What follows belongs to an exercise in optimizing a design on an open flow for small area and a short achievable clock period; a production flow would make more cautious choices.
RTL that was checked went through simulation tests only; none was proved equivalent to the original.
Only the layout flow was run in runs 6 and 7; the RTL was not checked for function there.
Power figures rest on the tool's default switching activity, not on a simulated workload.

## flow/design.v (module list and top-level ports; edited modules follow where they fit)
// module mul_tree: 1878 lines
// module CPU: 211 lines
module CPU(clk, Reset, imem_addr, imem_data, dmem_addr, dmem_wdata, dmem_we, dmem_re,
           dmem_rdata, wb_we, wb_dest, wb_data);
  // ...
==> flow/flow/run.sh <==
#!/bin/bash
# Standard ORFS layout; repair_timing asked for extra setup slack.
set -uo pipefail
bash standard.sh SETUP_SLACK_MARGIN=7.3 finish > standard.log 2>&1
==> flow/standard.sh <==
#!/bin/bash
# synth_recipe.tcl (not shown) runs the flow's synth.tcl, then flattens the netlist and writes it again
# the make line also repeats each setting of config.mk as NAME=value (left out here)
make -C /OpenROAD-flow-scripts/flow DESIGN_CONFIG=/design/flow/config.mk WORK_HOME=/design/flow/orfs CLKGATE_MAP_FILE= SYNTH_SCRIPT=/design/flow/synth_recipe.tcl "${@:-finish}"
==> flow/config.mk <==
export PLATFORM = sky130hd
export DESIGN_NAME = CPU
export DESIGN_NICKNAME = CPU
export VERILOG_FILES = /design/flow/design.v
export SDC_FILE = /design/flow/constraint.sdc
export NUM_CORES = 8
export LEC_CHECK = 0
export CAP_MARGIN = 20
export CORE_MARGIN = 2
export CORE_UTILIZATION = 40
export SLEW_MARGIN = 20
==> flow/constraint.sdc <==
create_clock -name core_clock -period 11.0 [get_ports {clk}]
set_input_delay 2.2000 -clock core_clock [delete_from_list [all_inputs] [get_ports {clk}]]
set_output_delay 2.2000 -clock core_clock [all_outputs]
set_load 0.01 [all_outputs]
==> key figures, run 1 <==
Status
  – Status: timing/DRC/antenna clean

Die
  – Die W: approximately 450 µm
  – Top Ports: just over 200

Synth
  – Synth top area cells: edfxtp_1, a22oi_1, dfxtp_1
  – Adder-cell share of the synthesized area: between 9 and 10%
  – Synth Flop Type: edfxtp_1
  – Fraction of registers with async set/reset: 0%
  – Area leader, netlist: edfxtp_1
  – Register bit count reported by yosys: 1483

Min path
  – Worst hold path startpoint: m_dest[4]

Power
  – Comb power frac: 15.9%
  – Pleak: 37.8 nW
  – Power Internal: 10.6 mW
  – Combinational logic power: about 2.4 mW
  – Clock network power: between 5 and 6 mW
  – Peak supply drop: 0.000167 V
  – Power share of the sequential group: 46.4%

Setup path
  – Worst setup startpoint: ir[19]
  – Worst Setup Path Type: flop to flop
  – Largest stage delay, worst path: between 0.9 and 1 ns

Timing
  – Final worst setup slack: 6.18 ns

Clocking
  – Clock transition at path regs: ~0.060 ns
  – Sink Count: roughly 1500
  – Skew-Pair Late Insertion Delay: roughly 0.89 ns

Final layout
  – Layout net count: about 8000
  – Largest regs: rf x992, hs x64, hc x63
  – Largest Register: rf
  – Non-CTS buffers: 912

Global routing
  – Total GRT Usage: a little over 40%

Job
  – Maxcap violations: 0

Place
  – Placed Cells: 9489

Drt
  – Met2 routed WL: 178000 µm
==> inputs of run 2 (changes only) <==
==> flow/run.sh (new file) <==
#!/bin/bash
# synth_recipe.tcl (not shown) runs the flow's synth.tcl, then flattens the netlist and writes it again
# the make line also repeats each setting of config.mk as NAME=value (left out here)
make -C /OpenROAD-flow-scripts/flow DESIGN_CONFIG=/design/flow/config.mk WORK_HOME=/design/flow/orfs CLKGATE_MAP_FILE= SYNTH_SCRIPT=/design/flow/synth_recipe.tcl finish
removed: flow/flow/run.sh
removed: flow/standard.sh
==> key figures, run 2 <==
Final layout
  – Layout net count: 7473 (-6.3%)
  – Largest Register: rf
  – Largest regs: rf x992, hs x64, hc x63
  – Share of layout cells above drive strength 1: about a tenth
  – Fillers: 18200
  – Commonest non-fill, non-tap cell in the layout: edfxtp_1
  – Fin util: between 40% and 50%
  – Max reg flops: 992
  – Synth-to-layout area growth: 13.6%
  – Layout Cells excl Fill: slightly below 10000
  – Final Instance Area: 91500 µm²
  – Commonest non-fill, non-tap cells in the layout: edfxtp_1, a22oi_1, nand2_1

Global routing
  – Initial antenna violation count: 35
  – Total GRT Usage: 38.2% (-2.8 points)
  – Total gr overflow: 0
  – Global-route wire length before repair: approximately 540000 µm
  – Largest net degree at the start of global routing: 95
  – Vias in the first global route: approximately 65000

Die
  – Die W: 453 µm (unchanged)
  – Core area: approximately 200000 µm²
  – Die H: approximately 450 µm
  – Initial cell density of the core: approximately two fifths
  – Top Ports: 202 (unchanged)
  – Total die area: just over 200000 µm²
  – # rows: about 160

Drt
  – Drt total wl: 404000 µm
  – Via Count: around 69000
  – Iteration count of the initial detailed-routing pass: 14
  – Vias per cell: between 7 and 8
  – Post-detailed-route count of antenna-violating nets: 0
  – Initial drt markers: between 10000 and 15000
  – DRC: 0
  – Routed length per instance: around 41 µm

Clocking
  – CTS buffer count: 160
  – CTS tree: built
  – Skew-Pair Late Insertion Delay: 0.85 ns (-0.04 ns)
  – Sink Count: 1483 (unchanged)
  – CTS Hold Bufs: 0
  – Postcts setup bufs: 0
  – Clock root buffer: clkbuf_16
  – CTS H-Tree Depth: 4
  – Clock transition at path regs: 0.06 ns (about the same)
  – Clock Path Buffers: 3
  – CTS resizes: 0

Power
  – PnR Total Power: roughly 14 mW
  – PD cells: 158 nW/µm²
  – Pleak: 33.6 nW (-11%)
  – Peak supply drop: 0.000151 V (-9.5%)

Synth
  – Cell area after synthesis: between 80000 and 90000 µm²
  – Yosys warns: 2
  – Fraction of registers with async set/reset: 0% (unchanged)
  – Synthesized area per cell: roughly 12 µm²
  – Most common library cells after synthesis: edfxtp_1, a22oi_1, nand2_1, nor2_1, inv_1
  – Compound-Gate Fraction of Synth Area: 18.7%
  – Most frequent cell after synthesis: edfxtp_1
  – Synth cell types: 100
  – EDFF count, synth: about 1200
  – Simple-Gate Fraction of Synth Area: 9.08%
  – Area leader, netlist: edfxtp_1
  – Synth Flop Type: edfxtp_1
  – Largest family of logic cells by synthesized area: compound AO/OA/AOI/OAI gates
  – Synth Instances: 6915
  – Register area share after synthesis: between 50% and 60%
  – Register bit count reported by yosys: 1483 (unchanged)
  – Mux cell area share after synthesis: 2.10%
  – Synth top area cells: edfxtp_1, a22oi_1, dfxtp_1
  – Post-Synth XOR/XNOR Area: 5.10%
  – Syn_nets: between 7000 and 8000
  – Adder-cell share of the synthesized area: 9.05% (unchanged)
  – Synth top area share: 44.7%

Timing
  – Worst Tran Pin Value: 1.40 ns
  – Fmax: between 0.1 and 0.15 GHz
  – RSZ-0062 raised after global routing: false
  – Setup TNS: 0 ns
  – Final worst setup slack: 4.21 ns (-1.97 ns)
  – Hold Vio Cnt, Final: 0
  – Fin crit period: ~6.8 ns
  – Setup-failing EPs final: 0
  – WHS: between 0.3 and 0.4 ns
  – Period utilization: between 60% and 70%
  – Final slew viol count: 0
  – Clk_skew: just under 0.07 ns
  – Max-slew headroom: between 6 and 7%

Place
  – Routability congestion estimate: approximately 1.0
  – Post-DP Area: 86100 µm²
  – Setup WS pre-CTS: 4.68 ns
  – Final HPWL DP: around 260000 µm
  – Placed Cells: 9472 (-0.18%)
  – Port Buffers: between 200 and 250

Job
  – Maxcap violations: 0 (unchanged)

Setup path
  – CP Launch Type: flop
  – Endpoint type of the worst setup path: flop
  – Arr. time, crit path: roughly 7.5 ns
  – Worst reg2reg startpoint: ir[19]
  – Worst Setup Path Type: flop to flop
  – CP Max Fanout: 33
  – Worst setup startpoint: ir[19]
  – WP data required: roughly 12 ns

Min path
  – Worst hold path startpoint: e_dest[3]
  – Hold Path Class: flop to flop

Status
  – Status: timing/DRC/antenna clean
[run 2: cell counts after synthesis]
No cell type changed its count.
[run 2: cells by family after synthesis]
kind of cell	after synthesis
compound gates	2053
buf+inv	829
mux	136
simple gates	1518
fa+ha+maj	427
flops	1483
xor+xnor	469
[run 2: worst paths after layout]
kind | slack [ns] | end | depth (start not counted)
worst min register to register | 0.33 | m_dest[3] | 0
worst max register to register | 4.21 | pc[19] | 16
worst min-delay path | 0.33 | m_dest[3] | 0
worst max-delay path | 4.21 | pc[19] | 16
[run 2: power breakdown]
group / internal [mW] / switching (mW)
combinational: 0.603 / 1.33
clock: 3.02 / 2.45
sequential: 6.54 / 0.520
[run 2: layer usage]
layer | GRT usage (%) | vias up | share of wire (%)
li1 | - | 26500 | -
met1 | 46.2 | 33900 | 35
met2 | 55.3 | 6760 | 42
met3 | 14.2 | 2081 | 14
met4 | 28.8 | 29 | 9.6
met5 | 1.07 | - | 0.089
[run 2: area by class of cell]
class,instances,area (µm²),area share (%)
Clock inverter,91,921,1.01
Antenna cell,33,82.6,0.0902
Clock buffer,208,4340,4.74
Inverter,318,1190,1.30
Tap cell,2656,3320,3.63
Sequential cell,1483,41700,45.6
Multi-Input combinational cell,4603,36300,39.7
Timing Repair Buffer,414,3630,3.97
[run 2: critical path, cell delays in order (launching register included)]
cell and delay, ns:
dfxtp_2 0.56, buf_4 0.37, nand2b_1 0.53, nor2_4 1.19, buf_4 0.56, a22oi_1 0.17
nand4_1 0.14, nor4_1 0.07, buf_4 0.17, nor2_1 0.75, xnor2_1 0.20, nand4_1 0.13
nor4_2 0.39, nand4b_2 0.27, mux2i_4 0.21, buf_4 0.46, mux2_1 0.38
==> module CPU, before the edit <==
module CPU(clk, Reset, imem_addr, imem_data, dmem_addr, dmem_wdata, dmem_we, dmem_re,
           dmem_rdata, wb_we, wb_dest, wb_data);
   input         Reset, clk;
   output [31:0] imem_addr;
   input [31:0]  imem_data;
   output [31:0] dmem_addr, dmem_wdata;
   output        dmem_we, dmem_re;
   input [31:0]  dmem_rdata;
   output        wb_we;
   output [4:0]  wb_dest;
   output [31:0] wb_data;
   integer       i;
   reg [31:0]    pc;
   reg [31:0]    ir;                  
   reg           idv;                 
   reg [31:0]    e_a, e_b;            
   reg [15:0]    e_imm;
   reg [4:0]     e_sh, e_dest;
   reg           e_we, e_mr, e_mw, e_mult;
   reg           e_src, e_add, e_sub, e_and, e_or, e_slt, e_sll, e_srl, e_mfhi, e_mflo;
   reg [31:0]    m_res, m_sd;         
   reg [4:0]     m_dest;
   reg           m_we, m_mr, m_mw, m_mfhi, m_mflo;
   reg [31:0]    w_data;              
   reg [4:0]     w_dest;
   reg           w_we;
   reg           rclr;                
   reg [31:0]    ma;                  
   reg [7:0]     cneg, cone, ctwo;    
   reg [7:0]     lneg, lone, ltwo;    
   reg [63:0]    hs, hc;              
   reg           p2;                  
   reg           hz;                  
   reg [31:0]    rf [1:31];
   wire [4:0]    rs = ir[25:21];
   wire [4:0]    rt = ir[20:16];
   wire [4:0]    rd = ir[15:11];
   reg [31:0]    rf_a, rf_b;
   always @(*) begin
      rf_a = 32'd0;
      rf_b = 32'd0;
      for (i = 1; i < 32; i = i + 1) begin
         rf_a = rf_a | ({32{rs == i}} & rf[i]);
         rf_b = rf_b | ({32{rt == i}} & rf[i]);
      end
   end
   wire [31:0]   va = (w_we && w_dest == rs) ? w_data : rf_a;
   wire [31:0]   vb = (w_we && w_dest == rt) ? w_data : rf_b;
   always @(posedge clk) begin
      for (i = 1; i < 32; i = i + 1)
        if (rclr || (w_we && w_dest == i))
          rf[i] <= rclr ? 32'd0 : w_data;
   end
   wire [5:0]    op = ir[31:26];
   wire [5:0]    fn = ir[5:0];
   wire          d_j    = op == 6'd2;
   wire          d_beq  = op == 6'd4;
   wire          d_bne  = op == 6'd5;
   wire          d_addi = op == 6'd8;
   wire          d_slti = op == 6'd10;
   wire          d_andi = op == 6'd12;
   wire          d_ori  = op == 6'd13;
   wire          d_lui  = op == 6'd15;
   wire          d_lw   = op == 6'd35;
   wire          d_sw   = op == 6'd43;
   wire          d_imm  = d_addi | d_slti | d_andi | d_ori | d_lui;
   wire          d_r    = ~(d_j | d_beq | d_bne | d_imm | d_lw | d_sw);
   wire          d_op0  = op == 6'd0;
   wire          f_add  = fn == 6'd32 || fn == 6'd33 || (!d_op0 && (fn == 6'd16 || fn == 6'd18));
   wire          f_sub  = fn == 6'd34 || fn == 6'd35;
   wire [4:0]    d_dest = d_r ? rd : rt;
   wire          d_we   = idv & (d_r | d_imm | d_lw) & (d_dest != 5'd0);
   wire          d_mult = idv & d_op0 & (fn == 6'd24);
   wire          eq     = va == vb;
   wire          taken  = idv & ((d_beq & eq) | (d_bne & ~eq));
   wire          jump   = idv & d_j;
   wire [31:0]   target = pc + {{16{ir[15]}}, ir[15:0]};
   wire [31:0]   pc_next = taken ? target : jump ? {{6{ir[25]}}, ir[25:0]} : pc + 32'd1;
   assign imem_addr = pc;
   always @(posedge clk) begin
      ir <= imem_data;
      if (Reset) begin
         pc <= 32'd0;
         idv <= 1'b0;
      end else begin
         pc <= pc_next;
         idv <= ~(taken | jump);
      end
   end
   wire [32:0]   bx = {vb, 1'b0};
   reg [15:0]    bneg, bone, btwo;
   always @(*) begin
      for (i = 0; i < 16; i = i + 1) begin
         bone[i] = bx[2*i+1] ^ bx[2*i];
         btwo[i] = (bx[2*i+2] & ~bx[2*i+1] & ~bx[2*i]) | (~bx[2*i+2] & bx[2*i+1] & bx[2*i]);
         bneg[i] = bx[2*i+2] & ~(bx[2*i+1] & bx[2*i]);
      end
   end
   always @(posedge clk) begin
      e_a <= va;
      e_b <= vb;
      e_imm <= ir[15:0];
      e_sh <= d_lui ? 5'd16 : ir[10:6];
      e_dest <= d_dest;
      e_src <= ~d_r;
      e_add <= d_lw | d_sw | d_addi | (d_r & f_add);
      e_sub <= d_r & f_sub;
      e_and <= d_andi | (d_r & fn == 6'd36);
      e_or  <= d_ori | (d_r & fn == 6'd37);
      e_slt <= d_slti | (d_r & fn == 6'd42);
      e_sll <= d_lui | (d_r & fn == 6'd0);
      e_srl <= d_r & fn == 6'd2;
      e_mfhi <= d_op0 & fn == 6'd16;
      e_mflo <= d_op0 & fn == 6'd18;
      if (Reset) begin
         e_we <= 1'b0;
         e_mr <= 1'b0;
         e_mw <= 1'b0;
         e_mult <= 1'b0;
      end else begin
         e_we <= d_we;
         e_mr <= idv & d_lw;
         e_mw <= idv & d_sw;
         e_mult <= d_mult;
      end
   end
   wire [31:0]   b = e_src ? {{16{e_imm[15]}}, e_imm} : e_b;
   wire          sub = e_sub | e_slt;
   wire [31:0]   sum = e_a + (b ^ {32{sub}}) + {31'd0, sub};
   wire          lt = (e_a[31] ^ b[31]) ? e_a[31] : sum[31];
   reg [31:0]    brev, srev;
   wire [31:0]   sin = e_srl ? brev : b;
   wire [31:0]   sout = sin << e_sh;
   always @(*)
     for (i = 0; i < 32; i = i + 1) begin
        brev[i] = b[31-i];
        srev[i] = sout[31-i];
     end
   wire [31:0]   res = ({32{e_add | e_sub}} & sum)
                     | ({32{e_and}} & (e_a & b))
                     | ({32{e_or}} & (e_a | b))
                     | {31'd0, e_slt & lt}
                     | ({32{e_sll}} & sout)
                     | ({32{e_srl}} & srev);
   always @(posedge clk) begin
      m_res <= res;
      m_sd <= e_b;
      m_dest <= e_dest;
      m_mfhi <= e_mfhi;
      m_mflo <= e_mflo;
      if (Reset) begin
         m_we <= 1'b0;
         m_mr <= 1'b0;
         m_mw <= 1'b0;
      end else begin
         m_we <= e_we;
         m_mr <= e_mr;
         m_mw <= e_mw;
      end
   end
   wire          it2 = p2 & ~e_mult;
   wire [63:0]   ts, tc;
   mul_tree tree(.a(ma), .neg(cneg), .one(cone), .two(ctwo),
                 .accs(hs[47:0] & {48{it2}}), .accc(hc[47:0] & {48{it2}}),
                 .s(ts), .c(tc));
   always @(posedge clk) begin
      if (d_mult) begin
         ma <= va;
         cneg <= bneg[15:8];
         cone <= bone[15:8];
         ctwo <= btwo[15:8];
         lneg <= bneg[7:0];
         lone <= bone[7:0];
         ltwo <= btwo[7:0];
      end else if (e_mult) begin
         cneg <= lneg;
         cone <= lone;
         ctwo <= ltwo;
      end
      if (e_mult | it2) begin
         hs <= ts;
         hc <= tc;
      end
      p2 <= ~Reset & e_mult;
      if (Reset)
        hz <= 1'b1;
      else if (e_mult)
        hz <= 1'b0;
   end
   wire [63:0]   hilo = hs + hc;
   assign dmem_addr = m_res;
   assign dmem_wdata = m_sd;
   assign dmem_we = m_mw;
   assign dmem_re = m_mr;
   always @(posedge clk) begin
      rclr <= Reset;
      w_dest <= m_dest;
      w_we <= ~Reset & m_we;
      if (m_mr)
        w_data <= dmem_rdata;
      else if (m_mfhi)
        w_data <= hz ? 32'd0 : hilo[63:32];
      else if (m_mflo)
        w_data <= hz ? 32'd0 : hilo[31:0];
      else
        w_data <= m_res;
   end
   assign wb_we = w_we;
   assign wb_dest = w_dest;
   assign wb_data = w_data;
endmodule
==> inputs of run 3 (changes only) <==
--- a/flow/design.v
+++ b/flow/design.v
@@ -1891,6 +1891,9 @@
    reg [31:0]    pc;
    reg [31:0]    ir;                  
    reg           idv;                 
+   reg [31:1]    sa, sb;              
+   reg           ba, bb;              
+   reg           i_j, i_beq, i_bne;   
    reg [31:0]    e_a, e_b;            
    reg [15:0]    e_imm;
    reg [4:0]     e_sh, e_dest;
@@ -1913,17 +1916,15 @@
    wire [4:0]    rs = ir[25:21];
    wire [4:0]    rt = ir[20:16];
    wire [4:0]    rd = ir[15:11];
-   reg [31:0]    rf_a, rf_b;
+   reg [31:0]    va, vb;
    always @(*) begin
-      rf_a = 32'd0;
-      rf_b = 32'd0;
+      va = {32{ba}} & w_data;
+      vb = {32{bb}} & w_data;
       for (i = 1; i < 32; i = i + 1) begin
-         rf_a = rf_a | ({32{rs == i}} & rf[i]);
-         rf_b = rf_b | ({32{rt == i}} & rf[i]);
+         va = va | ({32{sa[i]}} & rf[i]);
+         vb = vb | ({32{sb[i]}} & rf[i]);
       end
    end
-   wire [31:0]   va = (w_we && w_dest == rs) ? w_data : rf_a;
-   wire [31:0]   vb = (w_we && w_dest == rt) ? w_data : rf_b;
    always @(posedge clk) begin
       for (i = 1; i < 32; i = i + 1)
         if (rclr || (w_we && w_dest == i))
@@ -1950,13 +1951,28 @@
    wire          d_we   = idv & (d_r | d_imm | d_lw) & (d_dest != 5'd0);
    wire          d_mult = idv & d_op0 & (fn == 6'd24);
    wire          eq     = va == vb;
-   wire          taken  = idv & ((d_beq & eq) | (d_bne & ~eq));
-   wire          jump   = idv & d_j;
+   wire          taken  = idv & ((i_beq & eq) | (i_bne & ~eq));
+   wire          jump   = idv & i_j;
    wire [31:0]   target = pc + {{16{ir[15]}}, ir[15:0]};
    wire [31:0]   pc_next = taken ? target : jump ? {{6{ir[25]}}, ir[25:0]} : pc + 32'd1;
    assign imem_addr = pc;
+   wire [5:0]    f_op = imem_data[31:26];
+   wire [4:0]    f_rs = imem_data[25:21];
+   wire [4:0]    f_rt = imem_data[20:16];
+   wire          f_wbe = ~Reset & m_we;      
+   wire          f_ba = f_wbe && m_dest == f_rs;
+   wire          f_bb = f_wbe && m_dest == f_rt;
    always @(posedge clk) begin
       ir <= imem_data;
+      i_j <= f_op == 6'd2;
+      i_beq <= f_op == 6'd4;
+      i_bne <= f_op == 6'd5;
+      ba <= f_ba;
+      bb <= f_bb;
+      for (i = 1; i < 32; i = i + 1) begin
+         sa[i] <= ~f_ba && f_rs == i;
+         sb[i] <= ~f_bb && f_rt == i;
+      end
       if (Reset) begin
          pc <= 32'd0;
          idv <= 1'b0;
==> flow/flow/run.sh (new file) <==
#!/bin/bash
# Standard ORFS layout with stronger timing repair: repair_timing aims for
# extra setup slack and may swap cells across footprints; ports get buf_2
# buffers instead of the default delay-cell buffers; clock tree leaves drive
# sink clusters of up to 20 and no dummy loads are added.
set -uo pipefail
bash standard.sh \
  SETUP_SLACK_MARGIN=7.2 \
  MATCH_CELL_FOOTPRINT=0 \
  "BUFFER_PORTS_ARGS=-buffer_cell sky130_fd_sc_hd__buf_2" \
  "CTS_ARGS=-sink_clustering_enable -repair_clock_nets -dont_use_dummy_load -sink_clustering_size 20 -sink_clustering_max_diameter 60" \
  finish > standard.log 2>&1
==> flow/standard.sh (new file) <==
#!/bin/bash
# synth_recipe.tcl (not shown) runs the flow's synth.tcl, then flattens the netlist and writes it again
# the make line also repeats each setting of config.mk as NAME=value (left out here)
make -C /OpenROAD-flow-scripts/flow DESIGN_CONFIG=/design/flow/config.mk WORK_HOME=/design/flow/orfs CLKGATE_MAP_FILE= SYNTH_SCRIPT=/design/flow/synth_recipe.tcl "${@:-finish}"
removed: flow/run.sh
==> key figures, run 3 <==
Status
  – Status: timing/DRC/antenna clean

Synth
  – EDFF count, synth: 1199 (unchanged)
  – Most frequent cell after synthesis: a22oi_1
  – Area leader, netlist: edfxtp_1
  – Synth Instances: 6751 (-2.4%)
  – Register area share after synthesis: 53.3% (+1.6 points)
  – Synth Flop Type: edfxtp_1
  – Most common library cells after synthesis: a22oi_1, edfxtp_1, clkbuf_1, dfxtp_1, inv_1
  – Synthesized area per cell: 12.0 µm² (+2.6%)
  – Register bit count reported by yosys: 1550 (+4.5%)
  – Cell area after synthesis: 80700 µm² (+0.21%)
  – Fraction of registers with async set/reset: 0% (unchanged)
  – Yosys warns: 2 (unchanged)
  – Synth top area share: 44.6% (-0.096 points)
  – Synth top area cells: edfxtp_1, a22oi_1, dfxtp_1
  – Synth cell types: 80 (-20%)
  – Syn_nets: 7244 (-2.2%)

Power
  – PD cells: 140 nW/µm² (-11%)
  – PnR Total Power: 13.1 mW (-9.8%)
  – Peak supply drop: 0.000149 V (-1.6%)
  – Pleak: 34.2 nW (+1.8%)

Setup path
  – CP Max Fanout: 8 (-76%)
  – WP data required: 11.47 ns (-0.24 ns)
  – Reg2Reg Depth: 13 (-3)
  – Worst Setup Path Type: flop to flop
  – Arr. time, crit path: 4.44 ns (-3.06 ns)
  – Worst setup startpoint: ctwo[0]
  – Worst reg2reg startpoint: ctwo[0]
  – Endpoint type of the worst setup path: flop
  – RR Endpoint: hc[31]
  – CP Launch Type: flop
  – Critical path destination: hc[31]
  – FF-to-FF setup slack: 7.02 ns (+2.82 ns)

Clocking
  – CTS buffer count: 117 (-27%)
  – CTS Hold Bufs: 0 (unchanged)
  – CTS tree: built
  – CTS H-Tree Depth: 3 (-1)
  – Clock transition at path regs: 0.07 ns (about the same)
  – Clock root buffer: clkbuf_16
  – Skew-Pair Late Insertion Delay: 0.85 ns (about the same)
  – Clock Path Buffers: 3 (unchanged)
  – Sink Count: 1550 (+4.5%)

Timing
  – Setup TNS: 0 ns (unchanged)
  – Fin crit period: 3.98 ns (-2.82 ns)
  – Clk_skew: 0.123 ns (+0.0553 ns)
  – RSZ-0062 raised after global routing: true
  – Final slew viol count: 0 (unchanged)
  – Period utilization: 36.1% (-26 points)
  – Max-slew headroom: 21.3% (+14 points)
  – Setup-failing EPs final: 0 (unchanged)
  – Hold Vio Cnt, Final: 0 (unchanged)
  – Worst Tran Pin Value: 1.18 ns (-0.215 ns)
  – Fmax: 0.252 GHz (+71%)

Final layout
  – Commonest non-fill, non-tap cells in the layout: a22oi_1, edfxtp_1, nand2_1
  – Largest regs: rf x992, hs x64, hc x63
  – Synth-to-layout area growth: 15.1%
  – Max reg flops: 992 (unchanged)
  – Commonest non-fill, non-tap cell in the layout: a22oi_1
  – Share of layout cells above drive strength 1: 17.7% (+7.7 points)
  – Fillers: 17900 (-2.0%)
  – Largest Register: rf
  – Layout net count: 7533 (+0.80%)

Die
  – Core area: 200000 µm² (+0.10%)
  – Die W: 453 µm (+0.11%)
  – Total die area: 205000 µm² (+0.21%)
  – Die H: 453 µm (+0.11%)
  – # rows: 164 (unchanged)
  – Initial cell density of the core: 40.4% (+0.045 points)
  – Top Ports: 202 (unchanged)

Job
  – Maxcap violations: 0 (unchanged)

Drt
  – DRC: 0 (unchanged)
  – Drt total wl: 388000 µm (-3.8%)
  – Post-detailed-route count of antenna-violating nets: 0 (unchanged)
  – Vias per cell: 7.13 (+0.91%)
  – Iteration count of the initial detailed-routing pass: 17 (+3)
  – Routed length per instance: 39.9 µm (-3.1%)
  – Via Count: 69400 (+0.21%)
  – Initial drt markers: 15300 (+7.1%)

Min path
  – Hold Path Class: flop to flop
  – Hold path depth: 0 (unchanged)

Global routing
  – Total gr overflow: 0 (unchanged)
  – Total GRT Usage: 36.0% (-2.3 points)
  – Largest net degree at the start of global routing: 80 (-16%)
  – Global-route wire length before repair: 516000 µm (-5.1%)
  – Vias in the first global route: 63600 (-2.1%)
  – Initial antenna violation count: 34 (-2.9%)

Place
  – Port Buffers: 201 (unchanged)
  – Routability congestion estimate: 0.962 (-6.7%)
  – Final HPWL DP: 211000 µm (-19%)
-- run 3: changes by cell type after synthesis, moves of 33 or more --
cell	delta
a21o_1	-36
a221oi_1	-127
a22o_1	-140
a22oi_1	+439
buf_2	-73
clkbuf_1	+59
dfxtp_1	+67
inv_1	+33
nand2_1	-107
nand3_1	-51
nand4_1	+127
nor2_1	-111
or4_1	+34
-- run 3: logic make-up (layout without fill, tap and decap cells) --
| group | count (synthesis) | count (layout) | synth area share (%) |
|---|---|---|---|
| fa+ha+maj | 427 | 427 | 9.03 |
| compound gates | 2061 | 2061 | 18.3 |
| buf+inv | 834 | 1120 | 4.00 |
| simple gates | 1298 | 1299 | 8.43 |
| flops | 1550 | 1550 | 53.3 |
| other cells | 0 | 44 | 0 |
| mux | 123 | 123 | 1.98 |
| xor+xnor | 458 | 458 | 4.97 |
-- run 3: how the worst min path moves through the flow --
stage              start        end
2_1_floorplan  e_dest[0]  m_dest[0]
3_3_place_gp   e_dest[2]  m_dest[2]
3_5_place_dp      e_mflo     m_mflo
4_1_cts        e_dest[1]  m_dest[1]
5_1_grt        e_dest[1]  m_dest[1]
6_report       e_dest[1]  m_dest[1]
-- run 3: power breakdown --
| part | total (mW) | internal [mW] | switching, mW |
|---|---|---|---|
| registers | 7.20 | 6.78 | 0.424 |
| logic | 1.96 | 0.652 | 1.30 |
| clock network | 3.89 | 1.86 | 2.04 |
| total | 13.1 | 9.28 | 3.77 |
-- run 3: critical path, cell delays in order (launching register included) --
cell	delay, ns
edfxtp_1	0.42
buf_4	0.16
buf_6	0.13
clkbuf_16	0.17
a22oi_2	0.19
xor2_1	0.21
fa_2	0.48
fa_1	0.53
inv_2	0.04
fa_2	0.35
inv_2	0.06
fa_1	0.42
inv_2	0.07
fa_1	0.40
-- run 3: layout make-up --
type,instances,area (µm²),area share [%]
timing repair buffer,654,6300,6.78
clock buffer,117,2930,3.15
sequential,1550,43300,46.6
multi-input combinational,4368,35700,38.4
antenna,44,110,0.118
tap,2656,3320,3.58
inverter,349,1310,1.41
-- run 3: repair_timing --
action                     in CTS  in global routing
setup buffers                 150                120
setup endpoints to repair     151                127
gates cloned                    7                 10
pin swaps                      86                 87
gates resized for setup       229                194
-- run 3: layer usage --
layer | track usage [%] | vias to the layer above | wire [µm]
met5 | 1.70 | - | 1140
met4 | 22.7 | 40 | 34600
met3 | 17.4 | 2193 | 63300
met2 | 51.8 | 6998 | 159000
met1 | 42.6 | 33700 | 131000
li1 | - | 26400 | -
-- run 3: stage by stage --
stage	setup WS (ns)	cells	area (µm²)	util (%)	hold WS (ns)
floorplan	7.09	6751	80800	-	0.310
global placement	6.62	9290	84900	42.4	0.316
detailed placement	6.53	9290	84900	42.4	0.314
CTS	7.06	9564	90700	45.3	0.327
global route	6.93	9706	92800	46.4	0.332
finish	7.02	9738	92900	46.4	0.324
==> inputs of run 4 (changes only) <==
--- a/flow/flow/run.sh
+++ b/flow/flow/run.sh
@@ -5,7 +5,7 @@
 # sink clusters of up to 20 and no dummy loads are added.
 set -uo pipefail
 bash standard.sh \
-  SETUP_SLACK_MARGIN=7.2 \
+  SETUP_SLACK_MARGIN=7.5 \
   MATCH_CELL_FOOTPRINT=0 \
   "BUFFER_PORTS_ARGS=-buffer_cell sky130_fd_sc_hd__buf_2" \
   "CTS_ARGS=-sink_clustering_enable -repair_clock_nets -dont_use_dummy_load -sink_clustering_size 20 -sink_clustering_max_diameter 60" \
==> key figures, run 4 <==
Drt
  – Via Count: 69000 (-0.54%)
  – Highest routed layer: met5
  – Met3 WL: 59100 µm (-6.5%)
  – Post-detailed-route count of antenna-violating nets: 0 (unchanged)
  – Drt total wl: 381000 µm (-1.8%)
  – Vias per cell: 7.04 (-1.2%)
  – DRC: 0 (unchanged)
  – Routed length per instance: 38.9 µm (-2.4%)
  – Initial drt markers: 13500 (-12%)
  – Met2 routed WL: 159000 µm (+0.60%)
  – Iteration count of the initial detailed-routing pass: 12 (-5)
  – Met1 WL: 129000 µm (-1.4%)

Clocking
  – Clock Path Buffers: 3 (unchanged)
  – CTS H-Tree Depth: 4 (+1)
  – CTS buffer count: 130 (+11%)
  – CTS Hold Bufs: 0 (unchanged)
  – Clock transition at path regs: 0.07 ns (about the same)
  – Skew-Pair Late Insertion Delay: 0.84 ns (about the same)
  – Clock root buffer: clkbuf_16
  – Sink Count: 1550 (unchanged)
  – CTS tree: built

Timing
  – Setup TNS: 0 ns (unchanged)
  – WHS: 0.312 ns (-0.0124 ns)
  – Period utilization: 35.0% (-1.1 points)
  – Worst Tran Pin Value: 1.18 ns (-0.00183 ns)
  – Setup-failing EPs final: 0 (unchanged)
  – Hold Vio Cnt, Final: 0 (unchanged)
  – Fin crit period: 3.85 ns (-0.123 ns)
  – Clk_skew: 0.0823 ns (-0.0408 ns)
  – Final slew viol count: 0 (unchanged)
  – RSZ-0062 raised after global routing: true
  – Final worst setup slack: 7.15 ns (+0.123 ns)
  – Max-slew headroom: 21.4% (+0.12 points)
  – Fmax: 0.260 GHz (+3.2%)

Power
  – Pleak: 35.0 nW (+2.3%)
  – Switching portion of total power: 28.2% (-0.63 points)
  – Clock share of power: 30.8% (+1.0 points)
  – Psw: 3.78 mW (+0.41%)
  – Power share of the sequential group: 53.8% (-1.4 points)
  – PD cells: 141 nW/µm² (+0.22%)
  – Comb power frac: 15.4% (+0.4 points)
  – PnR Total Power: 13.4 mW (+2.6%)
  – Power Internal: 9.61 mW (+3.5%)
  – Peak supply drop: 0.000182 V (+22%)

Die
  – Die H: 453 µm (unchanged)
  – Die W: 453 µm (unchanged)
  – Initial cell density of the core: 40.4% (unchanged)
  – # rows: 164 (unchanged)
  – Top Ports: 202 (unchanged)
  – Core area: 200000 µm² (unchanged)
  – Total die area: 205000 µm² (unchanged)

Setup path
  – Worst Setup Path Type: flop to flop
  – CP Max Fanout: 20 (+12)
  – Endpoint type of the worst setup path: flop
  – Reg2Reg Depth: 14 (+1)
  – Worst reg2reg startpoint: sb[28]
  – WP data required: 11.69 ns (+0.22 ns)
  – CP Launch Type: flop
  – RR Endpoint: pc[29]
  – Arr. time, crit path: 4.54 ns (+0.10 ns)
  – FF-to-FF setup slack: 7.15 ns (+0.12 ns)

Synth
  – EDFF count, synth: 1199 (unchanged)
  – Syn_nets: 7244 (unchanged)
  – Synth top area cells: edfxtp_1, a22oi_1, dfxtp_1
  – Synth cell types: 80 (unchanged)
  – Synth Flop Type: edfxtp_1
  – Most frequent cell after synthesis: a22oi_1
  – Register bit count reported by yosys: 1550 (unchanged)
  – Synth Instances: 6751 (unchanged)
  – Yosys warns: 2 (unchanged)
  – Fraction of registers with async set/reset: 0% (unchanged)
  – Most common library cells after synthesis: a22oi_1, edfxtp_1, clkbuf_1, dfxtp_1, inv_1
  – Synthesized area per cell: 12.0 µm² (unchanged)
  – Synth top area share: 44.6% (unchanged)
  – Cell area after synthesis: 80700 µm² (unchanged)
  – Register area share after synthesis: 53.3% (unchanged)
  – Area leader, netlist: edfxtp_1

Global routing
  – Total GRT Usage: 35.8% (-0.13 points)
  – Vias in the first global route: 65000 (+2.2%)
  – Initial antenna violation count: 20 (-41%)
  – Largest net degree at the start of global routing: 73 (-8.8%)
  – Global-route wire length before repair: 515000 µm (-0.11%)
  – Total gr overflow: 0 (unchanged)

Final layout
  – Synth-to-layout area growth: 17.9%
  – Share of layout cells above drive strength 1: 21.2% (+3.5 points)
  – Largest Register: rf
  – Fin util: 47.6% (+1.1 points)
  – Commonest non-fill, non-tap cells in the layout: a22oi_1, edfxtp_1, buf_4
  – Layout net count: 7624 (+1.2%)
  – Final Instance Area: 95200 µm² (+2.4%)
  – Max reg flops: 992 (unchanged)
  – Commonest non-fill, non-tap cell in the layout: a22oi_1
  – Largest regs: rf x992, hs x64, hc x63
  – Fillers: 17700 (-0.95%)
  – Layout Cells excl Fill: 9799 (+0.63%)

Place
  – Port Buffers: 201 (unchanged)
  – Post-DP Area: 85100 µm² (+0.23%)
  – Final HPWL DP: 216000 µm (+2.2%)
  – Routability congestion estimate: 0.979 (+1.7%)
  – Placed Cells: 9310 (+0.22%)
  – Setup WS pre-CTS: 6.45 ns (-0.0805 ns)

Job
  – Maxcap violations: 0 (unchanged)

Status
  – Status: timing/DRC/antenna clean

Min path
  – Hold Path Class: flop to flop
  – Hold path depth: 0 (unchanged)
  – Worst hold path startpoint: e_dest[1]
  – Hold EP: m_dest[1]
## run 4: cell counts after synthesis
No cell type changed its count.
## run 4: repair_timing
item,in CTS,in global routing
cloned,24,1
resized for setup,689,218
pin swaps,73,109
buffers inserted,261,59
setup endpoints to repair,265,183
## run 4: metal layers
| metal | up-vias | GRT usage [%] |
|---|---|---|
| li1 | 26600 | - |
| met2 | 6687 | 52.9 |
| met3 | 2054 | 14.7 |
| met4 | 8 | 22.7 |
| met1 | 33700 | 43.2 |
| met5 | - | 1.31 |
## run 4: cell type report
cell class / count / area [µm²] / share of cell area (%)
diodes: 14 / 35.0 / 0.0368
clock buffers: 130 / 3250 / 3.42
inverters: 349 / 1310 / 1.38
multi-input cells: 4367 / 36300 / 38.1
flip-flops and latches: 1550 / 43500 / 45.7
well taps: 2656 / 3320 / 3.49
repair buffers: 733 / 7440 / 7.82
## run 4: worst max-delay path, stage by stage (launching register included)
cell and delay (ns):
dfxtp_4 0.46, buf_8 0.28, a22oi_1 0.19, nand4_1 0.22, nor4_4 0.32, buf_4 0.22, xnor2_1 0.10, nor4_2 0.39
nand2_1 0.20, o311ai_4 0.37, o41ai_4 0.14, buf_6 0.19, clkbuf_16 0.20, a211o_1 0.25, a21oi_2 0.12
## run 4: power groups by stage
stage / Combinational, mW / Sequential (mW) / Clock, mW
final: 2.07 / 7.20 / 4.13
after global routing: 2.12 / 7.21 / 4.33
after CTS: 1.87 / 7.16 / 4.11
after detailed placement: 1.62 / 7.31 / 0
after global placement: 1.61 / 7.32 / 0
after floorplan: 0.893 / 7.09 / 0
## run 4: worst max path at each step
stage	end	from	slack [ns]
5_1_grt	hc[25]	ctwo[0]	7.11
3_3_place_gp	w_data[22]	hs[7]	6.48
2_1_floorplan	rf[25][0]	w_dest[3]	7.09
4_1_cts	hc[25]	ctwo[0]	7.26
3_5_place_dp	pc[1]	sb[5]	6.45
6_report	pc[29]	sb[28]	7.15
## run 4: cells by family (layout without fill, tap and decap cells)
kind of cell	count (synthesis)	in the layout	synth area share, %
AOI/OAI and AO/OA	2061	2061	18.3
and+or+nand+nor	1298	1298	8.43
DFF	1550	1550	53.3
adders and majority gates	427	427	9.03
buffers and inverters	834	1212	4.00
other	0	14	0
xor gates and xnor gates	458	458	4.97
muxes	123	123	1.98
==> inputs of run 5 (changes only) <==
==> flow/flow/run.sh (replaced) <==
#!/bin/bash
# Standard ORFS layout with stronger timing repair: repair_timing aims for
# extra setup slack, may swap cells across footprints, and ports get buf_4
# buffers instead of the default delay-cell buffers.
set -uo pipefail
bash standard.sh \
  SETUP_SLACK_MARGIN=7.2 \
  MATCH_CELL_FOOTPRINT=0 \
  "BUFFER_PORTS_ARGS=-buffer_cell sky130_fd_sc_hd__buf_4" \
  finish > standard.log 2>&1
==> key figures, run 5 <==
Timing
  – Hold Vio Cnt, Final: 0 (unchanged)
  – Worst Tran Pin Value: 1.20 ns (+0.0165 ns)
  – Period utilization: 35.4% (+0.36 points)
  – Setup TNS: 0 ns (unchanged)
  – Final slew viol count: 0 (unchanged)
  – Max-slew headroom: 20.3% (-1.1 points)
  – Clk_skew: 0.0346 ns (-0.0477 ns)
  – Setup-failing EPs final: 0 (unchanged)
  – RSZ-0062 raised after global routing: true
  – Fmax: 0.257 GHz (-1.0%)
  – Fin crit period: 3.89 ns (+0.0394 ns)

Power
  – PnR Total Power: 14.8 mW (+11%)
  – Peak supply drop: 0.000177 V (-2.7%)
  – PD cells: 156 nW/µm² (+11%)
  – Pleak: 35.0 nW (about the same)

Drt
  – Post-detailed-route count of antenna-violating nets: 0 (unchanged)
  – Iteration count of the initial detailed-routing pass: 15 (+3)
  – Drt total wl: 386000 µm (+1.2%)
  – Via Count: 69400 (+0.60%)
  – Initial drt markers: 14800 (+9.6%)
  – Vias per cell: 7.05 (about the same)
  – DRC: 0 (unchanged)
  – Routed length per instance: 39.2 µm (+0.66%)

Setup path
  – CP Max Fanout: 7 (-65%)
  – Endpoint type of the worst setup path: flop
  – Worst Setup Path Type: flop to flop
  – CP Launch Type: flop
  – Arr. time, crit path: 4.45 ns (-0.09 ns)
  – WP data required: 11.56 ns (-0.13 ns)

Synth
  – Synth top area cells: edfxtp_1, a22oi_1, dfxtp_1
  – EDFF count, synth: 1199 (unchanged)
  – Register bit count reported by yosys: 1550 (unchanged)
  – Most frequent cell after synthesis: a22oi_1
  – Cell area after synthesis: 80700 µm² (unchanged)
  – Synth top area share: 44.6% (unchanged)
  – Register area share after synthesis: 53.3% (unchanged)
  – Synth Flop Type: edfxtp_1
  – Synth cell types: 80 (unchanged)
  – Area leader, netlist: edfxtp_1
  – Most common library cells after synthesis: a22oi_1, edfxtp_1, clkbuf_1, dfxtp_1, inv_1
  – Synthesized area per cell: 12.0 µm² (unchanged)
  – Yosys warns: 2 (unchanged)
  – Fraction of registers with async set/reset: 0% (unchanged)
  – Syn_nets: 7244 (unchanged)
  – Synth Instances: 6751 (unchanged)

Place
  – Final HPWL DP: 213000 µm (-1.2%)
  – Post-DP Area: 85400 µm² (+0.39%)
  – Routability congestion estimate: 0.955 (-2.4%)
  – Port Buffers: 201 (unchanged)
  – Placed Cells: 9295 (-0.16%)

Clocking
  – Clock Path Buffers: 3 (unchanged)
  – Clock transition at path regs: 0.07 ns (about the same)
  – CTS buffer count: 161 (+24%)
  – CTS tree: built
  – Clock root buffer: clkbuf_16
  – Sink Count: 1550 (unchanged)
  – Skew-Pair Late Insertion Delay: 0.84 ns (about the same)
  – CTS Hold Bufs: 0 (unchanged)
  – CTS H-Tree Depth: 4 (unchanged)

Final layout
  – Final Instance Area: 94900 µm² (-0.29%)
  – Fin util: 47.4% (-0.14 points)
  – Register Area: 43300 µm² (-0.54%)
  – Fillers: 17600 (-0.44%)
  – Commonest non-fill, non-tap cell in the layout: a22oi_1
  – Largest Register: rf
  – Layout net count: 7520 (-1.4%)
  – Commonest non-fill, non-tap cells in the layout: a22oi_1, edfxtp_1, buf_4
  – Layout Cells excl Fill: 9848 (+0.50%)
  – Max reg flops: 992 (unchanged)
  – Largest regs: rf x992, hs x64, hc x63
  – Share of layout cells above drive strength 1: 17.9% (-3.2 points)
  – Multi-input logic area: 35600 µm² (-1.8%)
  – Synth-to-layout area growth: 17.5%

Die
  – Top Ports: 202 (unchanged)
  – Die W: 453 µm (unchanged)
  – # rows: 164 (unchanged)
  – Total die area: 205000 µm² (unchanged)
  – Initial cell density of the core: 40.4% (unchanged)
  – Core area: 200000 µm² (unchanged)
  – Die H: 453 µm (unchanged)

Min path
  – Hold Path Class: flop to flop

Global routing
  – Vias in the first global route: 65000 (-0.051%)
  – Initial antenna violation count: 25 (+25%)
  – Global-route wire length before repair: 520000 µm (+0.84%)
  – Largest net degree at the start of global routing: 82 (+12%)
  – Total gr overflow: 0 (unchanged)
  – Total GRT Usage: 36.1% (+0.29 points)

Status
  – Status: timing/DRC/antenna clean

Job
  – Maxcap violations: 0 (unchanged)
run 5: cell counts after synthesis:
Identical to the previous run, type by type.
run 5: final timing paths:
check             from         to  slack, ns  cells after the start
max            ctwo[0]     hc[22]       7.11                     12
min          e_dest[2]  m_dest[2]       0.32                      0
max reg2reg    ctwo[0]     hc[22]       7.11                     12
min reg2reg  e_dest[2]  m_dest[2]       0.32                      0
run 5: logic make-up after synthesis:
family | count (synthesis) | synth area share [%]
AOI/OAI and AO/OA | 2061 | 18.3
DFF | 1550 | 53.3
adders and majority gates | 427 | 9.03
xor gates and xnor gates | 458 | 4.97
and+or+nand+nor | 1298 | 8.43
buffers and inverters | 834 | 4.00
muxes | 123 | 1.98
run 5: layer usage:
layer | GRT usage [%] | share of wire, % | wire length, µm
met5 | 2.17 | 0.29 | 1130
met2 | 51.7 | 41 | 158000
met1 | 43.0 | 34 | 130000
met3 | 17.4 | 16 | 63500
met4 | 23.3 | 8.7 | 33600
run 5: worst max-delay path: stages, from the launching register on:
cell and delay, ns:
edfxtp_1 0.45, buf_12 0.18, buf_4 0.15, a22oi_2 0.20
xor2_1 0.22, fa_1 0.49, fa_1 0.55, inv_2 0.05
fa_2 0.33, inv_2 0.06, fa_1 0.45, inv_2 0.08
fa_1 0.42
run 5: timing repair:
item                                   4_1_cts  5_1_grt
pin swaps                                   43       88
endpoints found under the hold margin        0        0
setup endpoints to repair                  151       98
resized for setup                          205      198
gates cloned                                 7        6
setup buffers                              128       84
run 5: layout make-up:
class	count	area share (%)
diodes	31	0.0818
clock buffers	198	4.57
clock inverters	99	1.09
inverters	349	1.38
multi-input cells	4367	37.6
flip-flops and latches	1550	45.6
well taps	2656	3.50
repair buffers	598	6.20
run 5: per-stage QoR:
step | worst slack, ns | hold WS, ns
after floorplan | 7.09 | 0.310
after global placement | 6.63 | 0.316
after detailed placement | 6.52 | 0.313
after CTS | 7.16 | 0.320
after global routing | 7.03 | 0.323
final | 7.11 | 0.321
run 5: report_power, final:
part / leakage, nW / switching (mW) / total (mW) / internal, mW
Clock: 2.60 / 2.47 / 5.65 / 3.18
Combinational: 17.4 / 1.30 / 1.96 / 0.667
Sequential: 15.1 / 0.434 / 7.22 / 6.78
Total: 35.0 / 4.20 / 14.8 / 10.6
==> inputs of run 6 (changes only) <==
--- a/flow/design.v
+++ b/flow/design.v
@@ -1903,6 +1903,7 @@
    reg [4:0]     m_dest;
    reg           m_we, m_mr, m_mw, m_mfhi, m_mflo;
    reg [31:0]    w_data;              
+   reg [31:0]    w_rfd;               
    reg [4:0]     w_dest;
    reg           w_we;
    reg           rclr;                
@@ -1918,8 +1919,8 @@
    wire [4:0]    rd = ir[15:11];
    reg [31:0]    va, vb;
    always @(*) begin
-      va = {32{ba}} & w_data;
-      vb = {32{bb}} & w_data;
+      va = {32{ba}} & w_rfd;
+      vb = {32{bb}} & w_rfd;
       for (i = 1; i < 32; i = i + 1) begin
          va = va | ({32{sa[i]}} & rf[i]);
          vb = vb | ({32{sb[i]}} & rf[i]);
@@ -1928,7 +1929,7 @@
    always @(posedge clk) begin
       for (i = 1; i < 32; i = i + 1)
         if (rclr || (w_we && w_dest == i))
-          rf[i] <= rclr ? 32'd0 : w_data;
+          rf[i] <= w_rfd;
    end
    wire [5:0]    op = ir[31:26];
    wire [5:0]    fn = ir[5:0];
@@ -1947,6 +1948,7 @@
    wire          d_op0  = op == 6'd0;
    wire          f_add  = fn == 6'd32 || fn == 6'd33 || (!d_op0 && (fn == 6'd16 || fn == 6'd18));
    wire          f_sub  = fn == 6'd34 || fn == 6'd35;
+   wire          d_subm = (d_r & f_sub) | d_slti | (d_r & fn == 6'd42);
    wire [4:0]    d_dest = d_r ? rd : rt;
    wire          d_we   = idv & (d_r | d_imm | d_lw) & (d_dest != 5'd0);
    wire          d_mult = idv & d_op0 & (fn == 6'd24);
@@ -1992,8 +1994,8 @@
    end
    always @(posedge clk) begin
       e_a <= va;
-      e_b <= vb;
-      e_imm <= ir[15:0];
+      e_b <= vb ^ {32{d_subm}};       
+      e_imm <= ir[15:0] ^ {16{d_subm}};
       e_sh <= d_lui ? 5'd16 : ir[10:6];
       e_dest <= d_dest;
       e_src <= ~d_r;
@@ -2020,8 +2022,8 @@
    end
    wire [31:0]   b = e_src ? {{16{e_imm[15]}}, e_imm} : e_b;
    wire          sub = e_sub | e_slt;
-   wire [31:0]   sum = e_a + (b ^ {32{sub}}) + {31'd0, sub};
-   wire          lt = (e_a[31] ^ b[31]) ? e_a[31] : sum[31];
+   wire [31:0]   sum = e_a + b + {31'd0, sub};
+   wire          lt = (e_a[31] ^ ~b[31]) ? e_a[31] : sum[31];
    reg [31:0]    brev, srev;
    wire [31:0]   sin = e_srl ? brev : b;
    wire [31:0]   sout = sin << e_sh;
@@ -2086,18 +2088,16 @@
    assign dmem_wdata = m_sd;
    assign dmem_we = m_mw;
    assign dmem_re = m_mr;
+   wire [31:0]   wsel = m_mr ? dmem_rdata
+                      : m_mfhi ? (hz ? 32'd0 : hilo[63:32])
+                      : m_mflo ? (hz ? 32'd0 : hilo[31:0])
+                      : m_res;
    always @(posedge clk) begin
       rclr <= Reset;
       w_dest <= m_dest;
       w_we <= ~Reset & m_we;
-      if (m_mr)
-        w_data <= dmem_rdata;
-      else if (m_mfhi)
-        w_data <= hz ? 32'd0 : hilo[63:32];
-      else if (m_mflo)
-        w_data <= hz ? 32'd0 : hilo[31:0];
-      else
-        w_data <= m_res;
+      w_data <= wsel;
+      w_rfd <= Reset ? 32'd0 : wsel;
    end
    assign wb_we = w_we;
    assign wb_dest = w_dest;
==> flow/flow/run.sh (replaced) <==
#!/bin/bash
# Standard ORFS layout with stronger timing repair: repair_timing aims for
# extra setup slack and may swap cells across footprints; ports get buf_2
# buffers instead of the default delay-cell buffers; a denser core.
set -uo pipefail
bash standard.sh \
  SETUP_SLACK_MARGIN=7.2 \
  MATCH_CELL_FOOTPRINT=0 \
  "BUFFER_PORTS_ARGS=-buffer_cell sky130_fd_sc_hd__buf_2" \
  CORE_UTILIZATION=55 \
  PLACE_DENSITY=0.65 \
  finish > standard.log 2>&1
==> key figures, run 6 <==
Drt
  – DRC: 0 (unchanged)
  – Post-detailed-route count of antenna-violating nets: 0 (unchanged)
  – Via Count: 69200 (-0.32%)
  – Vias per cell: 7.49 (+6.2%)
  – Routed length per instance: 39.3 µm (+0.45%)
  – Drt total wl: 364000 µm (-5.7%)
  – Iteration count of the initial detailed-routing pass: 11 (-4)
  – Initial drt markers: 14400 (-2.5%)

Synth
  – Most frequent cell after synthesis: a22oi_1
  – Most common library cells after synthesis: a22oi_1, edfxtp_1, inv_1, clkbuf_1, dfxtp_1
  – Fraction of registers with async set/reset: 0% (unchanged)
  – Yosys warns: 2 (unchanged)
  – Register bit count reported by yosys: 1582 (+2.1%)
  – Synth Instances: 6887 (+2.0%)
  – Register area share after synthesis: 53.3% (about the same)
  – Syn_nets: 7414 (+2.3%)
  – Cell area after synthesis: 81900 µm² (+1.4%)
  – Synth top area cells: edfxtp_1, a22oi_1, dfxtp_1
  – Area leader, netlist: edfxtp_1
  – Synth top area share: 44.0% (-0.63 points)
  – Synth Flop Type: edfxtp_1
  – Synthesized area per cell: 11.9 µm² (-0.56%)
  – Synth cell types: 83 (+3.8%)
  – EDFF count, synth: 1199 (unchanged)

Die
  – Die H: 390 µm (-14%)
  – Total die area: 152000 µm² (-26%)
  – Initial cell density of the core: 55.4% (+15 points)
  – Core area: 148000 µm² (-26%)
  – # rows: 141 (-14%)
  – Top Ports: 202 (unchanged)
  – Die W: 390 µm (-14%)

Clocking
  – Skew-Pair Late Insertion Delay: 0.84 ns (about the same)
  – CTS H-Tree Depth: 4 (unchanged)
  – Clock Path Buffers: 3 (unchanged)
  – CTS Hold Bufs: 0 (unchanged)
  – Sink Count: 1582 (+2.1%)
  – Clock root buffer: clkbuf_16
  – Clock transition at path regs: 0.06 ns (about the same)
  – CTS tree: built
  – CTS buffer count: 162 (+0.62%)

Min path
  – Worst hold path startpoint: e_mfhi
  – Hold path depth: 0 (unchanged)
  – Hold Path Class: flop to flop
  – Hold EP: m_mfhi

Job
  – Maxcap violations: 0 (unchanged)

Timing
  – RSZ-0062 raised after global routing: true
  – Fmax: 0.243 GHz (-5.5%)
  – Fin crit period: 4.12 ns (+0.228 ns)
  – Max-slew headroom: 19.4% (-0.87 points)
  – Clk_skew: 0.0615 ns (+0.0269 ns)
  – Hold Vio Cnt, Final: 0 (unchanged)
  – Period utilization: 37.5% (+2.1 points)
  – Setup TNS: 0 ns (unchanged)
  – Final slew viol count: 0 (unchanged)
  – WHS: 0.329 ns (+0.00782 ns)
  – Setup-failing EPs final: 0 (unchanged)
  – Worst Tran Pin Value: 1.21 ns (+0.0114 ns)

Final layout
  – Fillers: 11200 (-36%)
  – Share of layout cells above drive strength 1: 19.0% (+1.0 points)
  – Register Area: 43900 µm² (+1.4%)
  – Layout net count: 7673 (+2.0%)
  – Synth-to-layout area growth: 16.5%
  – Multi-input logic area: 36300 µm² (+1.9%)
  – Max reg flops: 992 (unchanged)
  – Fin util: 64.5% (+17 points)
  – Commonest non-fill, non-tap cells in the layout: a22oi_1, edfxtp_1, inv_1
  – Commonest non-fill, non-tap cell in the layout: a22oi_1
  – Largest Register: rf
  – Largest regs: rf x992, hs x64, hc x63

Setup path
  – CP Buf/Inv Count: 3 (-2)
  – RR Endpoint: m_res[0]
  – Arr. time, crit path: 4.79 ns (+0.34 ns)
  – Largest stage delay, worst path: 0.36 ns (-0.19 ns)
  – CP Max Fanout: 7 (unchanged)
  – Worst reg2reg startpoint: e_src
  – Worst Setup Path Type: flop to flop
  – Cell chain of the critical path: buf_12 > mux2_4 > inv_2 > fa_2 > nor2b_2 > o21ai_2 > a21boi_2 > o211ai_1 > a21oi_1 > nor2b_2 > o31a_1 > o31a_1 > a21oi_2 > nand2_1 > a21oi_2 > fa_2 > inv_2 > a222oi_1 > o21ai_1 > a31oi_1 > o21ai_1
  – Endpoint type of the worst setup path: flop
  – Largest delay share family, worst path: compound AO/OA/AOI/OAI gates
  – CP Launch Type: flop
  – WP data required: 11.67 ns (+0.11 ns)
  – FF-to-FF setup slack: 6.88 ns (-0.23 ns)
  – Reg2Reg Depth: 21 (+9)
  – CP max stage cell: dfxtp_4

Global routing
  – Initial antenna violation count: 27 (+8.0%)
  – Total GRT Usage: 46.2% (+10 points)
  – Global-route wire length before repair: 492000 µm (-5.3%)
  – Largest net degree at the start of global routing: 81 (-1.2%)
  – Vias in the first global route: 64100 (-1.3%)
  – Total gr overflow: 0 (unchanged)

Power
  – Peak supply drop: 0.000185 V (+4.6%)
  – PnR Total Power: 15.2 mW (+2.2%)
  – PD cells: 159 nW/µm² (+1.7%)
  – Pleak: 35.7 nW (+1.8%)

Place
  – Final HPWL DP: 215000 µm (+0.66%)
  – Port Buffers: 201 (unchanged)
  – Routability congestion estimate: 0.998 (+4.4%)

Status
  – Status: timing/DRC/antenna clean
[run 6: cell count changes after synthesis, moves of 19 or more]
cell,before,now
ha_1,168,200
nor2b_1,71,35
dfxtp_1,351,383
mux2_2,53,29
inv_1,343,423
buf_2,67,48
clkbuf_1,362,391
and2_1,30,49
[run 6: routing by layer]
layer  global-route usage (%)  routed length, µm  vias up
met5                        0                237        -
met4                     33.4              37500       17
li1                         -                  -    26700
met2                     64.7             146000     7104
met3                     18.5              60100     2224
met1                     58.0             120000    33100
[run 6: worst max path at each step]
stage / start / end / slack (ns) / cells after the start
floorplan: w_dest[3] / rf[25][0] / 7.09 / 4
global placement: sb[9] / pc[28] / 6.00 / 12
detailed placement: sb[9] / pc[28] / 5.99 / 12
CTS: e_src / m_res[0] / 6.95 / 21
global route: e_src / m_res[0] / 6.71 / 21
finish: e_src / m_res[0] / 6.88 / 21
[run 6: metrics by stage]
step,worst slack (ns),std cells,cell area [µm²]
floorplan,7.09,6887,82000
global placement,6.00,8714,85300
detailed placement,5.99,8715,85300
CTS,6.95,9092,92800
global route,6.71,9232,95400
finish,6.88,9243,95400
[run 6: kinds of logic after synthesis]
logic type / Yosys count / share of synthesized area [%]
AOI/OAI and AO/OA: 2038 / 17.9
DFF: 1582 / 53.3
xor gates and xnor gates: 476 / 5.09
and+or+nand+nor: 1292 / 8.10
muxes: 112 / 1.80
buffers and inverters: 926 / 4.38
adders and majority gates: 461 / 9.44
[run 6: repair_timing]
action / in CTS / in global routing
pin swaps: 99 / 118
endpoints found under the setup margin: 170 / 123
gates cloned: 10 / 10
resized for setup: 300 / 329
setup buffers: 64 / 112
[run 6: layout make-up]
class	instances	area share, %
clock inverters	104	1.43
flip-flops and latches	1582	46.0
diodes	28	0.0734
repair inverters	1	0.00525
well taps	1930	2.53
multi-input cells	4379	38.0
repair buffers	589	5.65
clock buffers	199	4.58
inverters	431	1.70
[run 6: power by group]
part | leakage, nW | internal, mW | total [mW] | switching (mW)
clock network | 2.79 | 3.40 | 5.92 | 2.52
registers | 15.3 | 6.91 | 7.37 | 0.459
logic | 17.6 | 0.631 | 1.87 | 1.24
==> inputs of run 7 (changes only) <==
--- a/flow/design.v
+++ b/flow/design.v
@@ -1902,11 +1902,12 @@
    reg [31:0]    m_res, m_sd;         
    reg [4:0]     m_dest;
    reg           m_we, m_mr, m_mw, m_mfhi, m_mflo;
+   reg           m_ld;                
    reg [31:0]    w_data;              
    reg [31:0]    w_rfd;               
    reg [4:0]     w_dest;
    reg           w_we;
-   reg           rclr;                
+   reg [31:1]    wen;                 
    reg [31:0]    ma;                  
    reg [7:0]     cneg, cone, ctwo;    
    reg [7:0]     lneg, lone, ltwo;    
@@ -1928,7 +1929,7 @@
    end
    always @(posedge clk) begin
       for (i = 1; i < 32; i = i + 1)
-        if (rclr || (w_we && w_dest == i))
+        if (wen[i])
           rf[i] <= w_rfd;
    end
    wire [5:0]    op = ir[31:26];
@@ -2022,7 +2023,8 @@
    end
    wire [31:0]   b = e_src ? {{16{e_imm[15]}}, e_imm} : e_b;
    wire          sub = e_sub | e_slt;
-   wire [31:0]   sum = e_a + b + {31'd0, sub};
+   wire [32:0]   sum1 = {e_a, 1'b1} + {b, sub};    
+   wire [31:0]   sum = sum1[32:1];
    wire          lt = (e_a[31] ^ ~b[31]) ? e_a[31] : sum[31];
    reg [31:0]    brev, srev;
    wire [31:0]   sin = e_srl ? brev : b;
@@ -2043,6 +2045,7 @@
       m_sd <= e_b;
       m_dest <= e_dest;
       m_mfhi <= e_mfhi;
+      m_ld <= e_mr;
       m_mflo <= e_mflo;
       if (Reset) begin
          m_we <= 1'b0;
@@ -2060,19 +2063,13 @@
                  .accs(hs[47:0] & {48{it2}}), .accc(hc[47:0] & {48{it2}}),
                  .s(ts), .c(tc));
    always @(posedge clk) begin
-      if (d_mult) begin
-         ma <= va;
-         cneg <= bneg[15:8];
-         cone <= bone[15:8];
-         ctwo <= btwo[15:8];
-         lneg <= bneg[7:0];
-         lone <= bone[7:0];
-         ltwo <= btwo[7:0];
-      end else if (e_mult) begin
-         cneg <= lneg;
-         cone <= lone;
-         ctwo <= ltwo;
-      end
+      ma <= d_mult ? va : e_a;
+      lneg <= bneg[7:0];
+      lone <= bone[7:0];
+      ltwo <= btwo[7:0];
+      cneg <= d_mult ? bneg[15:8] : lneg;
+      cone <= d_mult ? bone[15:8] : lone;
+      ctwo <= d_mult ? btwo[15:8] : ltwo;
       if (e_mult | it2) begin
          hs <= ts;
          hc <= tc;
@@ -2088,12 +2085,13 @@
    assign dmem_wdata = m_sd;
    assign dmem_we = m_mw;
    assign dmem_re = m_mr;
-   wire [31:0]   wsel = m_mr ? dmem_rdata
+   wire [31:0]   wsel = m_ld ? dmem_rdata
                       : m_mfhi ? (hz ? 32'd0 : hilo[63:32])
                       : m_mflo ? (hz ? 32'd0 : hilo[31:0])
                       : m_res;
    always @(posedge clk) begin
-      rclr <= Reset;
+      for (i = 1; i < 32; i = i + 1)
+        wen[i] <= Reset | (m_we && m_dest == i);
       w_dest <= m_dest;
       w_we <= ~Reset & m_we;
       w_data <= wsel;
==> flow/flow/run.sh (replaced) <==
#!/bin/bash
# Standard ORFS layout with stronger timing repair: repair_timing aims for
# extra setup slack and may swap cells across footprints; ports get buf_2
# buffers instead of the default delay-cell buffers; clock tree leaves drive
# sink clusters of up to 20 and no dummy loads are added.
set -uo pipefail
bash standard.sh \
  SETUP_SLACK_MARGIN=7.3 \
  MATCH_CELL_FOOTPRINT=0 \
  "BUFFER_PORTS_ARGS=-buffer_cell sky130_fd_sc_hd__buf_2" \
  CORE_UTILIZATION=45 \
  "CTS_ARGS=-sink_clustering_enable -repair_clock_nets -dont_use_dummy_load -sink_clustering_size 20 -sink_clustering_max_diameter 60" \
  finish > standard.log 2>&1
==> key figures, run 7 <==
Drt
  – Met1 WL: 131000 µm (+9.0%)
  – Routed length per instance: 39.1 µm (-0.68%)
  – Via Count: 69200 (-0.0043%)
  – Highest routed layer: met5
  – DRC: 0 (unchanged)
  – Initial drt markers: 14400 (-0.23%)
  – Met2 routed WL: 155000 µm (+6.6%)
  – Vias per cell: 7.15 (-4.5%)
  – Drt total wl: 378000 µm (+4.0%)

Final layout
  – Fin util: 52.4% (-12 points)
  – Fillers: 15500 (+38%)
  – Largest regs: rf x992, hs x64, hc x63
  – Synth-to-layout area growth: 15.4%
  – Share of layout cells above drive strength 1: 20.0% (+1.1 points)
  – Max reg flops: 992 (unchanged)
  – Commonest non-fill, non-tap cells in the layout: a22oi_1, edfxtp_1, inv_1
  – Largest Register: rf

Synth
  – Synth Flop Type: edfxtp_1
  – EDFF count, synth: 1119 (-6.7%)
  – Syn_nets: 7555 (+1.9%)
  – Post-Synth XOR/XNOR Area: 5.17% (+0.078 points)
  – Compound-Gate Fraction of Synth Area: 17.9% (+0.071 points)
  – Synthesized area per cell: 11.7 µm² (-1.7%)
  – Synth top area share: 40.9% (-3.1 points)
  – Cell area after synthesis: 82200 µm² (+0.35%)
  – Synth top area cells: edfxtp_1, dfxtp_1, a22oi_1
  – Largest family of logic cells by synthesized area: compound AO/OA/AOI/OAI gates
  – Most common library cells after synthesis: a22oi_1, edfxtp_1, dfxtp_1, inv_1, clkbuf_1
  – Synth Instances: 7029 (+2.1%)
  – Register area share after synthesis: 52.9% (-0.41 points)
  – Simple-Gate Fraction of Synth Area: 8.33% (+0.23 points)
  – Fraction of registers with async set/reset: 0% (unchanged)

Job
  – Maxcap violations: 0 (unchanged)

Setup path
  – Reg2Reg Depth: 18 (-14%)
  – WP data required: 11.65 ns (-0.02 ns)
  – Worst Setup Path Type: flop to flop
  – Endpoint type of the worst setup path: flop
  – CP Launch Type: flop

Power
  – Comb power frac: 37.5% (+25 points)
  – Switching portion of total power: 36.7% (+8.9 points)
  – PD cells: 211 nW/µm² (+33%)
  – Clock share of power: 21.0% (-18 points)
  – Pleak: 35.2 nW (-1.4%)

Min path
  – Hold EP: m_dest[3]
  – Worst hold path startpoint: e_dest[3]
  – Hold path depth: 0 (unchanged)

Place
  – Final HPWL DP: 227000 µm (+5.8%)
  – Routability congestion estimate: 1.02 (+2.3%)
  – Setup WS pre-CTS: 5.74 ns (-0.256 ns)

Clocking
  – Clock root buffer: clkbuf_16
  – CTS buffer count: 132 (-19%)
  – CTS Hold Bufs: 0 (unchanged)
  – CTS H-Tree Depth: 4 (unchanged)
  – Clock Path Buffers: 3 (unchanged)
  – Clock transition at path regs: 0.08 ns (+0.02 ns)

Timing
  – Final worst setup slack: 6.76 ns (-0.124 ns)
  – Period utilization: 38.6% (+1.1 points)
  – RSZ-0062 raised after global routing: true
  – Setup TNS: 0 ns (unchanged)
  – Setup-failing EPs final: 0 (unchanged)
  – WHS: 0.296 ns (-0.0330 ns)
  – Fmax: 0.236 GHz (-2.9%)

Die
  – Die H: 431 µm (+11%)
  – Total die area: 186000 µm² (+22%)
  – # rows: 156 (+11%)
  – Die W: 431 µm (+11%)
  – Core area: 181000 µm² (+23%)

Status
  – Status: timing/DRC/antenna clean

Global routing
  – Initial antenna violation count: 21 (-22%)
  – Total GRT Usage: 39.2% (-7.0 points)
  – Largest net degree at the start of global routing: 106 (+31%)
-- run 7: changes by cell type after synthesis, sizes merged, moves of 40 or more --
cell    change
clkbuf     +41
or4        -40
nand2      +43
dfxtp     +111
o21ai      +41
edfxtp     -80
-- run 7: what timing repair did --
action                     CTS  global route
resized for setup          524           308
setup buffers              119           104
cloned                      13             4
pin swaps                  108           167
setup endpoints to repair  256           168
-- run 7: how the worst max path moves through the flow --
| stage | start | end |
|---|---|---|
| after floorplan | e_src | m_res[31] |
| after global placement | Reset | sa[7] |
| after detailed placement | Reset | sa[7] |
| after CTS | e_src | m_res[31] |
| after global routing | e_src | m_res[31] |
| final | e_src | m_res[31] |
-- run 7: power groups by stage --
stage / Combinational [mW] / Sequential [mW] / Clock, mW
final: 7.51 / 8.29 / 4.21
after global routing: 8.04 / 8.30 / 4.42
after CTS: 7.11 / 8.24 / 4.22
after detailed placement: 6.85 / 8.37 / 0
after global placement: 6.74 / 8.38 / 0
after floorplan: 4.07 / 7.95 / 0
-- run 7: final cells by class --
cell class	instances	area, µm²	area share (%)
Clock buffer	132	3300	3.48
Timing Repair Buffer	642	5710	6.02
Inverter	444	1680	1.77
Antenna cell	10	25.0	0.0264
Multi-Input combinational cell	4468	37300	39.3
Tap cell	2370	2970	3.13
Sequential cell	1613	43900	46.2
-- run 7: kinds of logic (layout without fill, tap and decap cells) --
family	Yosys count	in the layout
AOI/OAI and AO/OA	2072	2072
DFF	1613	1613
and+or+nand+nor	1332	1332
buffers and inverters	948	1218
xor gates and xnor gates	485	485
adders and majority gates	460	460
muxes	119	119
other	0	10
-- run 7: per-layer routing --
layer  vias to the layer above  global-route usage (%)
met5                         -                   0.494
met4                        20                    25.4
met3                      2117                    16.1
met2                      6635                    56.2
met1                     33500                    48.7
li1                      26900                       -
-- run 7: worst max-delay path, stage by stage, from the launching register on --
cell      delay, ns
dfxtp_4        0.38
buf_12         0.13
mux2i_4        0.27
inv_2          0.08
ha_2           0.21
or3_1          0.40
a211oi_2       0.29
o31a_1         0.26
o311a_1        0.23
nor3_4         0.06
a311oi_2       0.31
o21bai_1       0.10
a21o_1         0.19
a211oi_2       0.23
o21bai_1       0.13
fa_2           0.46
a21oi_2        0.13
o21ai_1        0.07
a21o_1         0.16
-- run 7: metrics by stage --
stage / power (mW) / cell area, µm² / cells
after floorplan: 12.0 / 82300 / 7029
after global placement: 15.1 / 86100 / 9297
after detailed placement: 15.2 / 86100 / 9297
after CTS: 19.6 / 92700 / 9561
after global routing: 20.8 / 94800 / 9670
final: 20.0 / 94900 / 9679

==> what the ideal ports hide <==
The flow's constraints put no driver on any port. The routed layouts listed below were extracted and timed again, unchanged, in two steps. Step 1 sets driving cells, clkbuf_16 on the clock port and buf_2 on the other inputs (assumed; they add their load-dependent delay and slew). Step 2 times the ports against the registers' clock, not the clock port: input delays grow and output delays shrink by t, the midpoint of the rising clock arrivals with the driver on. a / b / c = ideal / step 1 / step 2; a / b = the first two.
| run | t (ns) | setup WS [ns] | worst register clock-pin slew, ns |
|---|---|---|---|
| run 1 | 0.948 | 6.176 / 6.176 / 6.176 | 0.07 / 0.07 |
| run 2 | 0.907 | 4.208 / 4.208 / 4.208 | 0.07 / 0.07 |
| run 3 | 0.883 | 7.024 / 7.024 / 6.868 | 0.09 / 0.09 |
| run 4 | 0.892 | 7.147 / 7.147 / 6.876 | 0.09 / 0.09 |
| run 5 | 0.911 | 7.108 / 7.108 / 6.627 | 0.07 / 0.07 |
| run 6 | 0.889 | 6.880 / 6.880 / 6.614 | 0.07 / 0.07 |
| run 7 | 0.861 | 6.756 / 6.756 / 6.536 | 0.09 / 0.09 |
After both steps setup and hold are still met in every run listed. For run 5, which loses most, drivers alone change the setup slack by 0.000 ns; drivers and shift together by -0.481 ns.
